Context: an optimization exercise on an open-source flow, tuned for small area. The choices shown serve that exercise and are no tape-out recipe. No functional check of the RTL was part of any run shown here.

## flow/design.v (module list and top-level ports; edited modules follow where they fit)
// module crc32: 2938 lines
// module crc32_xor2: 7 lines
module crc32 (
  input         crc_en,
  input [511:0] data_in,
  output [31:0] crc_out,
  input         clk,
  input         rst
);
  // ...
==> flow/run.sh <==
#!/bin/bash
# synth_recipe.tcl (not shown) runs the flow's synth.tcl, then flattens the netlist and writes it again
# the make line also repeats each setting of config.mk as NAME=value (left out here)
make -C /OpenROAD-flow-scripts/flow DESIGN_CONFIG=/design/flow/config.mk WORK_HOME=/design/flow/orfs CLKGATE_MAP_FILE= SYNTH_SCRIPT=/design/flow/synth_recipe.tcl finish
==> flow/config.mk <==
export PLATFORM = sky130hd
export DESIGN_NAME = crc32
export DESIGN_NICKNAME = crc32
export VERILOG_FILES = /design/flow/design.v
export SDC_FILE = /design/flow/constraint.sdc
export NUM_CORES = 4
export LEC_CHECK = 0
export CAP_MARGIN = 0
export CORE_MARGIN = 2
export CORE_UTILIZATION = 60
export GPL_ROUTABILITY_DRIVEN = 1
export SLEW_MARGIN = 0
export SYNTH_HIERARCHICAL = 1
export SYNTH_MINIMUM_KEEP_SIZE = 0
==> flow/constraint.sdc <==
create_clock -name core_clock -period 8.0 [get_ports {clk}]
set_input_delay 1.6000 -clock core_clock [delete_from_list [all_inputs] [get_ports {clk}]]
set_output_delay 1.6000 -clock core_clock [all_outputs]
set_load 0.01 [all_outputs]
==> results by group, run 1 <==
Run status
  • Status: aborted with a tool error
  • Stopped at: 5_1_grt
  • Error: [ERROR GRT-0116] Global routing finished with congestion. Check the congestion regions in the DRC Viewer.

Floorplan
  • Die Ht: 215 um
  • Initial Util: 60.6%
  • DIE WIDTH: 215 um

Placed design
  • PortBufs: 546
  • Area after DPL: 33600 sq um
  • GPL Wtd Cong: 1.79
  • Final HPWL DP: 176000 um
  • Dpl cells: 4193

Synth
  • Adder-cell share of the synthesized area: 0%
  • FF+latch count, synth: 32
  • Ys flop type: dfstp_2
  • Number of synthesized flops with an enable pin: 0
  • Syn Inst Count: 2955
  • Synth top cells by count: xor2_1 (2886), dfstp_2 (32), mux2_4 (30)
  • XOR/XNOR share of the synthesized area: 94.8%
  • Largest family of logic cells by synthesized area: XOR/XNOR gates
  • Post-synth top area cell: xor2_1
  • Compound-Gate Fraction of Synth Area: 0%
  • Synth top area cells: xor2_1 (95%), dfstp_2 (3.2%), mux2_4 (1.7%), buf_12 (0.23%), mux2_2 (0.084%)
  • Count of cell types in the netlist: 7
  • Simple-Gate Fraction of Synth Area: 0%
  • Most frequent cell after synthesis: xor2_1
  • Seq/Total Area, Yosys: 3.15%

Clock tree
  • Clock root cell: clkbuf_16
  • Setup Buffers After CTS: 0
  • TritonCTS buffer count: 5

Global routing
  • Largest net degree at the start of global routing: 33
==> inputs of run 2 (changes only) <==
==> flow/config.mk (replaced) <==
export PLATFORM = sky130hd
export DESIGN_NAME = crc32
export DESIGN_NICKNAME = crc32
export VERILOG_FILES = /design/flow/design.v
export SDC_FILE = /design/flow/constraint.sdc
export NUM_CORES = 4
export LEC_CHECK = 0
export CAP_MARGIN = 20
export CORE_MARGIN = 2
export CORE_UTILIZATION = 40
export GPL_ROUTABILITY_DRIVEN = 1
export SLEW_MARGIN = 20
export SYNTH_HIERARCHICAL = 1
export SYNTH_MINIMUM_KEEP_SIZE = 0
==> results by group, run 2 <==
Run status
  • Status: aborted with a tool error (unchanged)
  • Stopped at: 5_1_grt (unchanged)
  • Error: [ERROR GRT-0116] Global routing finished with congestion. Check the congestion regions in the DRC Viewer. (unchanged)

Placed design
  • GPL Wtd Cong: 1.41 (was 1.79)
  • Final HPWL DP: 225000 um (was 176000 um)
  • PortBufs: 546 (unchanged)
  • Area after DPL: 35000 sq um (was 33600 sq um)
  • Dpl cells: 4601 (was 4193)

Global routing
  • Largest net degree at the start of global routing: 33

Clock tree
  • TritonCTS buffer count: 5 (unchanged)
  • CTS Sinks: 32 (unchanged)
  • Clock Tree Buf Depth: 2 (unchanged)
  • H-tree Lvls: 2 (unchanged)
  • CTS Hold Bufs: 0 (unchanged)
  • Clock root cell: clkbuf_16 (unchanged)

Synth
  • Post-synth top area cell: xor2_1 (unchanged)
  • Number of synthesized flops with an enable pin: 0 (unchanged)
  • Async S/R FF share, synth: 100% (unchanged)
  • Syn Inst Count: 2955 (unchanged)
  • Most frequent cell after synthesis: xor2_1 (unchanged)
  • FF+latch count, synth: 32 (unchanged)
  • Seq/Total Area, Yosys: 3.15% (unchanged)
  • Synthesized Nets: 3470 (unchanged)
  • Synth Area per Inst: 9.02 sq um (unchanged)
  • Synth Warn #: 7 (unchanged)
  • Synth top cells by count: xor2_1 (2886), dfstp_2 (32), mux2_4 (30) (unchanged)
  • Count of cell types in the netlist: 7 (unchanged)
  • Ys flop type: dfstp_2 (unchanged)
  • Synth Cell Area: 26700 sq um (unchanged)
  • Synth top area share: 94.8% (unchanged)
  • Synth top area cells: xor2_1 (95%), dfstp_2 (3.2%), mux2_4 (1.7%), buf_12 (0.23%), mux2_2 (0.084%) (unchanged)

Floorplan
  • Die Ht: 262 um (was 215 um)
  • Initial Util: 40.5% (was 60.6%)
  • DIE WIDTH: 262 um (was 215 um)
  • Site row count: 94 (was 77)
  • IO Count: 547 (unchanged)
[run 2: worst max path at each step]
| stage | end | slack [ps] | cells after the start |
|---|---|---|---|
| CTS | lfsr_q[3] | 140 | 16 |
| detailed placement | lfsr_q[3] | -340 | 16 |
| global placement | lfsr_q[3] | -440 | 16 |
| floorplan | lfsr_q[26] | 2750 | 16 |
[run 2: metrics by stage]
stage	TNS [ps]	utilization [%]	setup slack [ps]
floorplan	0	-	2750
global placement	-435	53.1	-435
detailed placement	-335	53.1	-335
CTS	0	53.4	138
[run 2: cell families after synthesis]
logic type	Yosys count	synth area share, %
muxes	32	1.77
xor gates and xnor gates	2886	94.8
buffers and inverters	5	0.282
DFF	32	3.15
[run 2: modules after synthesis, one instance, submodules excluded]
module      copies in the design  area [sq um]
crc32                          1          1390
crc32_xor2                  2886          8.76
[run 2: repair_timing]
item | 4_1_cts
gates cloned | 0
setup buffers | 0
pin swaps | 0
gates resized for setup | 1
setup endpoints to repair | 1
==> inputs of run 3 (changes only) <==
--- a/flow/config.mk
+++ b/flow/config.mk
@@ -7,7 +7,7 @@
 export LEC_CHECK = 0
 export CAP_MARGIN = 20
 export CORE_MARGIN = 2
-export CORE_UTILIZATION = 40
+export CORE_UTILIZATION = 20
 export GPL_ROUTABILITY_DRIVEN = 1
 export SLEW_MARGIN = 20
 export SYNTH_HIERARCHICAL = 1
==> results by group, run 3 <==
Global routing
  • Vias in the first global route: 28002
  • Met1 Usage GRT: 63.8%
  • Global-route wire length before repair: 409000 um
  • Met3 GRT Util: 13.6%
  • GR Layer Usage met2: 69.6%
  • Initial antenna violation count: 17
  • Gr busiest metal: met2
  • Overflow after GRT: 0
  • Largest net degree at the start of global routing: 33
  • Overall Global Routing Usage: 50.1%

Clock tree
  • TritonCTS buffer count: 5 (unchanged)
  • H-tree Lvls: 2 (unchanged)
  • Clock Tree Buf Depth: 2 (unchanged)
  • Post-cts resize count: 0 (was 1)
  • Setup Buffers After CTS: 0 (unchanged)
  • CTS Sinks: 32 (unchanged)
  • Worst-path clk slew: 100 ps
  • CTS Hold Bufs: 0 (unchanged)
  • Clock root cell: clkbuf_16 (unchanged)
  • CTS tree: built
  • Clock Latency Late Sink: 360 ps

STA
  • Layout Skew: 23.5 ps
  • Pins over their slew limit: 0
  • Final Hold Viols: 0
  • Tmin final: 7200 ps
  • Fmax: 0.139 GHz
  • TNS Setup: 0 ps
  • RSZ-0062 raised after global routing: no
  • Final setup violation count: 0
  • Relative slew slack: 8.01%
  • Actual slew at the worst max-slew pin: 1380 ps
  • Final worst path period share: 90.1%

Synth
  • Synth Area per Inst: 9.02 sq um (unchanged)
  • Ys flop type: dfstp_2 (unchanged)
  • FF+latch count, synth: 32 (unchanged)
  • Count of cell types in the netlist: 7 (unchanged)
  • Synth top area share: 94.8% (unchanged)
  • Synth top cells by count: xor2_1 (2886), dfstp_2 (32), mux2_4 (30) (unchanged)
  • Synth top area cells: xor2_1 (95%), dfstp_2 (3.2%), mux2_4 (1.7%), buf_12 (0.23%), mux2_2 (0.084%) (unchanged)
  • Async S/R FF share, synth: 100% (unchanged)
  • Most frequent cell after synthesis: xor2_1 (unchanged)
  • Seq/Total Area, Yosys: 3.15% (unchanged)
  • Post-synth top area cell: xor2_1 (unchanged)
  • Synth Cell Area: 26700 sq um (unchanged)
  • Syn Inst Count: 2955 (unchanged)
  • Synthesized Nets: 3470 (unchanged)
  • Number of synthesized flops with an enable pin: 0 (unchanged)
  • Synth Warn #: 7 (unchanged)

Layout
  • Most frequent cells in the layout: xor2_1 (2824), buf_4 (689), clkdlybuf4s50_1 (545), xor2_2 (61), dfstp_2 (32)
  • Largest Register: lfsr_q
  • Final-stage net count: 4710
  • Area growth, synth to finish: 50.5%
  • Top flop regs: lfsr_q (32)
  • Fillcell total: 14250
  • Share of layout cells above drive strength 1: 19.7%
  • Final Core Density: 30.4%
  • Commonest non-fill, non-tap cell in the layout: xor2_1
  • Area of the multi-input gates: 26200 sq um
  • Sequential cell area: 841 sq um
  • Max FFs per register: 32

Min path
  • Type of the tightest min-delay check: reg2reg
  • Hold depth: 1
  • Hold Crit Start: lfsr_q[12]
  • Hold path endpoint: lfsr_q[12]

Worst setup path
  • Worst Setup SP: data_in[342]
  • Required @ worst endpoint: 8300 ps
  • FF-to-FF setup slack: 2190 ps
  • Reg-to-reg startpoint: lfsr_q[6]
  • Crit Path Category: in2reg
  • Crit start category: input port
  • Worst EP arrival: 7510 ps
  • Crit Reg-Reg Endpoint: lfsr_q[12]
  • Worst Reg-to-Reg Cells: 14
  • Crit. End Element: flop
  • Crit-path max FO: 3

Detailed routing
  • Initial DRC count: 4996
  • Total number of vias: 29570
  • First-pass DRT Iterations: 5
  • DRC: 0
  • Post-DRT Antenna Nets: 0
  • Routed WL per cell: 59.1 um
  • WL final: 353000 um
  • Vias per cell: 4.96

Floorplan
  • Site row count: 133 (was 94)
  • IO Count: 547 (unchanged)
  • DIE WIDTH: 369 um (was 262 um)
  • Die Ht: 369 um (was 262 um)
  • Initial Util: 20.2% (was 40.5%)
  • Core Area: 132000 sq um
  • DIE AREA: 136000 sq um

Run
  • Max-cap violations: 0

Run status
  • Status: no timing/DRC/antenna violations (was aborted with a tool error)

Placed design
  • PortBufs: 546 (unchanged)
  • GPL Wtd Cong: 1.18 (was 1.41)
  • Final HPWL DP: 331000 um (was 225000 um)
## run 3: cells by family (layout without fill, tap and decap cells)
family                 count (synthesis)  count (layout)  synth area share, %
XOR/XNOR                            2886            2886                 94.8
other                                  0              10                    0
buffers and inverters                  5            1246                0.282
flip-flops                            32              32                 3.15
multiplexers                          32              32                 1.77
## run 3: metal layers
metal / part of all wire, % / up-vias / wire (um)
li1: - / 11368 / -
met5: 0.031 / - / 110
met2: 39 / 2589 / 137000
met1: 42 / 14919 / 147000
met4: 10 / 18 / 36200
met3: 9.2 / 676 / 32300
## run 3: worst max-delay path by stage
stage                      end  slack [ps]  cells after the start
floorplan           lfsr_q[26]        2750                     16
global placement    lfsr_q[27]         690                     18
detailed placement  lfsr_q[27]         700                     18
CTS                 lfsr_q[27]        1060                     18
global route        lfsr_q[15]         870                     23
finish              lfsr_q[18]         800                     18
## run 3: modules after synthesis (local to each module, per instance)
| module | area [sq um] | times used |
|---|---|---|
| crc32_xor2 | 8.76 | 2886 |
| crc32 | 1390 | 1 |
## run 3: final cells by class
| class | instances | share of cell area [%] |
|---|---|---|
| multi-input cells | 2918 | 65.3 |
| diodes | 10 | 0.0623 |
| clock inverters | 1 | 0.0748 |
| repair buffers | 1237 | 26.6 |
| flip-flops and latches | 32 | 2.09 |
| clock buffers | 7 | 0.380 |
| inverters | 1 | 0.00935 |
| well taps | 1755 | 5.47 |
## run 3: metrics by stage
| stage | cell area [sq um] | hold slack [ps] | cells | worst slack, ps |
|---|---|---|---|---|
| 2_1_floorplan | 26700 | 637 | 2955 | 2750 |
| 3_3_place_gp | 39900 | 628 | 5942 | 688 |
| 3_5_place_dp | 39900 | 634 | 5943 | 703 |
| 4_1_cts | 40100 | 646 | 5951 | 1060 |
| 5_1_grt | 40100 | 656 | 5951 | 870 |
| 6_report | 40100 | 645 | 5961 | 795 |
## run 3: critical path, cell delays in order
cell and delay [ps]:
clkdlybuf4s50_1 780, xor2_1 500, xor2_1 620, xor2_1 750
xor2_1 230, buf_4 190, xor2_1 260, xor2_1 290
xor2_1 230, xor2_1 450, xor2_1 210, buf_4 190
xor2_1 200, xor2_1 190, xor2_1 220, xor2_1 210
xor2_1 90, mux2_4 280
==> inputs of run 4 (changes only) <==
--- a/flow/config.mk
+++ b/flow/config.mk
@@ -7,7 +7,7 @@
 export LEC_CHECK = 0
 export CAP_MARGIN = 20
 export CORE_MARGIN = 2
-export CORE_UTILIZATION = 20
+export CORE_UTILIZATION = 28
 export GPL_ROUTABILITY_DRIVEN = 1
 export SLEW_MARGIN = 20
 export SYNTH_HIERARCHICAL = 1
==> results by group, run 4 <==
Worst setup path
  • Crit Path Category: in2reg (unchanged)
  • Crit path top cell by count: xor2_1 (unchanged)
  • Crit Reg-Reg Endpoint: lfsr_q[2] (was lfsr_q[12])
  • Worst Reg-to-Reg Cells: 15 (was 14)
  • Worst EP arrival: 8430 ps (was 7510 ps)
  • FF-to-FF setup slack: 1010 ps (was 2190 ps)
  • Critical Path, Cell by Cell: clkdlybuf4s50_1 > xor2_1 > xor2_1 > xor2_1 > xor2_1 > xor2_1 > xor2_1 > xor2_1 > xor2_1 > xor2_1 > xor2_1 > xor2_1 > xor2_1 > xor2_1 > xor2_1 > mux2_4 (was clkdlybuf4s50_1 > xor2_1 > xor2_1 > xor2_1 > xor2_1 > buf_4 > xor2_1 > xor2_1 > xor2_1 > xor2_1 > xor2_1 > buf_4 > xor2_1 > xor2_1 > xor2_1 > xor2_1 > xor2_1 > mux2_4)
  • Crit-path max FO: 3 (unchanged)
  • Worst path slowest cell: xor2_1 (was clkdlybuf4s50_1)
  • Required @ worst endpoint: 8250 ps (was 8300 ps)
  • Largest stage delay, worst path: 1110 ps (was 780 ps)
  • Reg-to-reg startpoint: lfsr_q[6] (unchanged)
  • Crit. End Element: flop (unchanged)
  • Crit start category: input port (unchanged)

Placed design
  • GPL Wtd Cong: 1.28 (was 1.18)
  • Area after DPL: 37300 sq um (was 39900 sq um)
  • Final HPWL DP: 269000 um (was 331000 um)
  • Dpl cells: 5217 (was 5943)
  • PortBufs: 546 (unchanged)

Detailed routing
  • Post-DRT Antenna Nets: 0 (unchanged)
  • Total number of vias: 29677 (was 29570)
  • DRC: 0 (unchanged)
  • Initial DRC count: 4974 (was 4996)
  • Vias per cell: 5.67 (was 4.96)
  • First-pass DRT Iterations: 6 (was 5)
  • Routed WL per cell: 56.4 um (was 59.1 um)
  • WL final: 295000 um (was 353000 um)

Synth
  • Seq/Total Area, Yosys: 3.15% (unchanged)
  • Async S/R FF share, synth: 100% (unchanged)
  • Synth top area cells: xor2_1 (95%), dfstp_2 (3.2%), mux2_4 (1.7%), buf_12 (0.23%), mux2_2 (0.084%) (unchanged)
  • FF+latch count, synth: 32 (unchanged)
  • Synth Warn #: 7 (unchanged)
  • Synth Cell Area: 26700 sq um (unchanged)
  • Count of cell types in the netlist: 7 (unchanged)
  • Post-synth top area cell: xor2_1 (unchanged)
  • Syn Inst Count: 2955 (unchanged)
  • Synth Area per Inst: 9.02 sq um (unchanged)
  • Synth top cells by count: xor2_1 (2886), dfstp_2 (32), mux2_4 (30) (unchanged)
  • Ys flop type: dfstp_2 (unchanged)
  • Number of synthesized flops with an enable pin: 0 (unchanged)
  • Most frequent cell after synthesis: xor2_1 (unchanged)
  • Synth top area share: 94.8% (unchanged)
  • Synthesized Nets: 3470 (unchanged)

Layout
  • Fillcell total: 9858 (was 14250)
  • Max FFs per register: 32 (unchanged)
  • Most frequent cells in the layout: xor2_1 (2849), clkdlybuf4s50_1 (545), buf_4 (453), xor2_2 (37), dfstp_2 (32) (was xor2_1 (2824), buf_4 (689), clkdlybuf4s50_1 (545), xor2_2 (61), dfstp_2 (32))
  • Final-stage net count: 4474 (was 4710)
  • Top flop regs: lfsr_q (32) (unchanged)
  • Final Non-Filler Cells: 5233 (was 5961)
  • Post-route cell area: 37500 sq um (was 40100 sq um)
  • Largest Register: lfsr_q (unchanged)
  • Commonest non-fill, non-tap cell in the layout: xor2_1 (unchanged)
  • Area growth, synth to finish: 40.7% (was 50.5%)
  • Share of layout cells above drive strength 1: 14.2% (was 19.7%)

STA
  • RSZ-0062 raised after global routing: no (unchanged)
  • Tmin final: 8190 ps (was 7200 ps)
  • Relative slew slack: 7.29% (was 8.01%)
  • Final Hold Viols: 0 (unchanged)
  • Layout Skew: 10.6 ps (was 23.5 ps)
  • Final setup violation count: 2 (was 0)
  • Actual slew at the worst max-slew pin: 1390 ps (was 1380 ps)
  • Pins over their slew limit: 0 (unchanged)
  • Final worst path period share: 102% (was 90.1%)
  • Fmax: 0.122 GHz (was 0.139 GHz)
  • Fin worst setup slack: -186 ps (was 795 ps)

Global routing
  • Overall Global Routing Usage: 58.3% (was 50.1%)
  • Global-route wire length before repair: 351000 um (was 409000 um)
  • Initial antenna violation count: 15 (was 17)
  • Largest net degree at the start of global routing: 33 (unchanged)
  • Vias in the first global route: 27779 (was 28002)
  • Overflow after GRT: 0 (unchanged)

Min path
  • Hold Crit Start: lfsr_q[11] (was lfsr_q[12])
  • Type of the tightest min-delay check: reg2reg (unchanged)
  • Hold path endpoint: lfsr_q[11] (was lfsr_q[12])
  • Hold depth: 1 (unchanged)

Clock tree
  • TritonCTS buffer count: 5 (unchanged)
  • Clock Tree Buf Depth: 2 (unchanged)
  • H-tree Lvls: 2 (unchanged)
  • Clock root cell: clkbuf_16 (unchanged)
  • Worst-path clk slew: 70 ps (was 100 ps)
  • Clock Latency Late Sink: 320 ps (was 360 ps)
  • Post-cts resize count: 0 (unchanged)
  • Setup Buffers After CTS: 0 (unchanged)
  • CTS tree: built (unchanged)
  • CTS Hold Bufs: 0 (unchanged)
  • CTS Sinks: 32 (unchanged)

Floorplan
  • Initial Util: 28.1% (was 20.2%)
  • Die Ht: 313 um (was 369 um)
  • DIE WIDTH: 313 um (was 369 um)
  • DIE AREA: 97700 sq um (was 136000 sq um)
  • IO Count: 547 (unchanged)
  • Core Area: 94700 sq um (was 132000 sq um)
  • Site row count: 113 (was 133)

Run status
  • Violated checks: setup timing
  • Status: complete, but fails checks (was no timing/DRC/antenna violations)

Run
  • Max-cap violations: 0 (unchanged)
[run 4: cell counts after synthesis]
Identical to the previous run, type by type.
[run 4: cell type report]
class,instances,area [sq um],area share [%]
Tap cell,1265,1580,4.22
Clock inverter,1,5.00,0.0133
Inverter,1,3.75,0.0100
Clock buffer,6,129,0.344
Antenna cell,9,22.5,0.0600
Timing Repair Buffer,1001,8900,23.7
Sequential cell,32,841,2.24
Multi-Input combinational cell,2918,26000,69.4
[run 4: logic make-up after synthesis]
family | count (synthesis) | synth area share (%)
flops | 32 | 3.15
mux | 32 | 1.77
xor+xnor | 2886 | 94.8
buf+inv | 5 | 0.282
[run 4: worst max path at each step]
stage	from	end	slack [ps]	cells after the start
after detailed placement	data_in[486]	lfsr_q[2]	100	16
after floorplan	data_in[186]	lfsr_q[26]	2750	16
after global routing	data_in[486]	lfsr_q[2]	210	16
after CTS	data_in[486]	lfsr_q[2]	400	16
final	data_in[486]	lfsr_q[2]	-190	16
after global placement	data_in[486]	lfsr_q[12]	-70	15
[run 4: through the flow]
stage	util (%)	setup WS, ps	hold WS, ps	setup TNS (ps)
floorplan	-	2750	637	0
global route	39.6	214	651	0
detailed placement	39.4	95.8	628	0
global placement	39.4	-68.2	630	-134
finish	39.6	-186	637	-289
CTS	39.6	396	639	0
[run 4: per-layer routing]
| metal | vias up | share of wire, % | GRT usage (%) |
|---|---|---|---|
| met3 | 1135 | 15 | 33.3 |
| li1 | 10921 | - | - |
| met4 | 6 | 13 | 58.2 |
| met2 | 3338 | 37 | 76.5 |
| met1 | 14277 | 36 | 63.7 |
| met5 | - | 0.015 | 0.145 |
[run 4: modules after synthesis (local to each module, per instance)]
module / flops+latches / cells / times used / area (sq um)
crc32: 32 / 69 / 1 / 1390
crc32_xor2: 0 / 1 / 2886 / 8.76
[run 4: critical path: cells and delay by family]
family | cells | cell delay (ps)
xor gates and xnor gates | 14 | 6030
buffers and inverters | 1 | 480
muxes | 1 | 270

static timing again, ports no longer ideal:
The results above use ideal ports. As a check the final layouts listed here were re-extracted and re-timed, cells and wires unchanged. Step 1, drivers: a clkbuf_16 drives clk and a buf_2 each remaining input, both assumed. Step 2 also shifts input and output timing later by t, the mid clock arrival at the registers, as if the neighbouring blocks saw the same clock. Slacks: no drivers / after step 1 / after step 2; pairs: no drivers / after step 1.
| run | t, ns | setup WS [ns] | worst setup path at the end | worst data-port slew with drivers (ns) |
|---|---|---|---|---|
| run 3 | 0.408 | 0.795 / 0.826 / 0.418 | input to register | 0.11 |
| run 4 | 0.370 | -0.186 / -0.178 / -0.548 | input to register | 0.08 |
The setup slack of run 3, which loses most, moves by +0.031 ns with the drivers and by -0.377 ns with both steps.
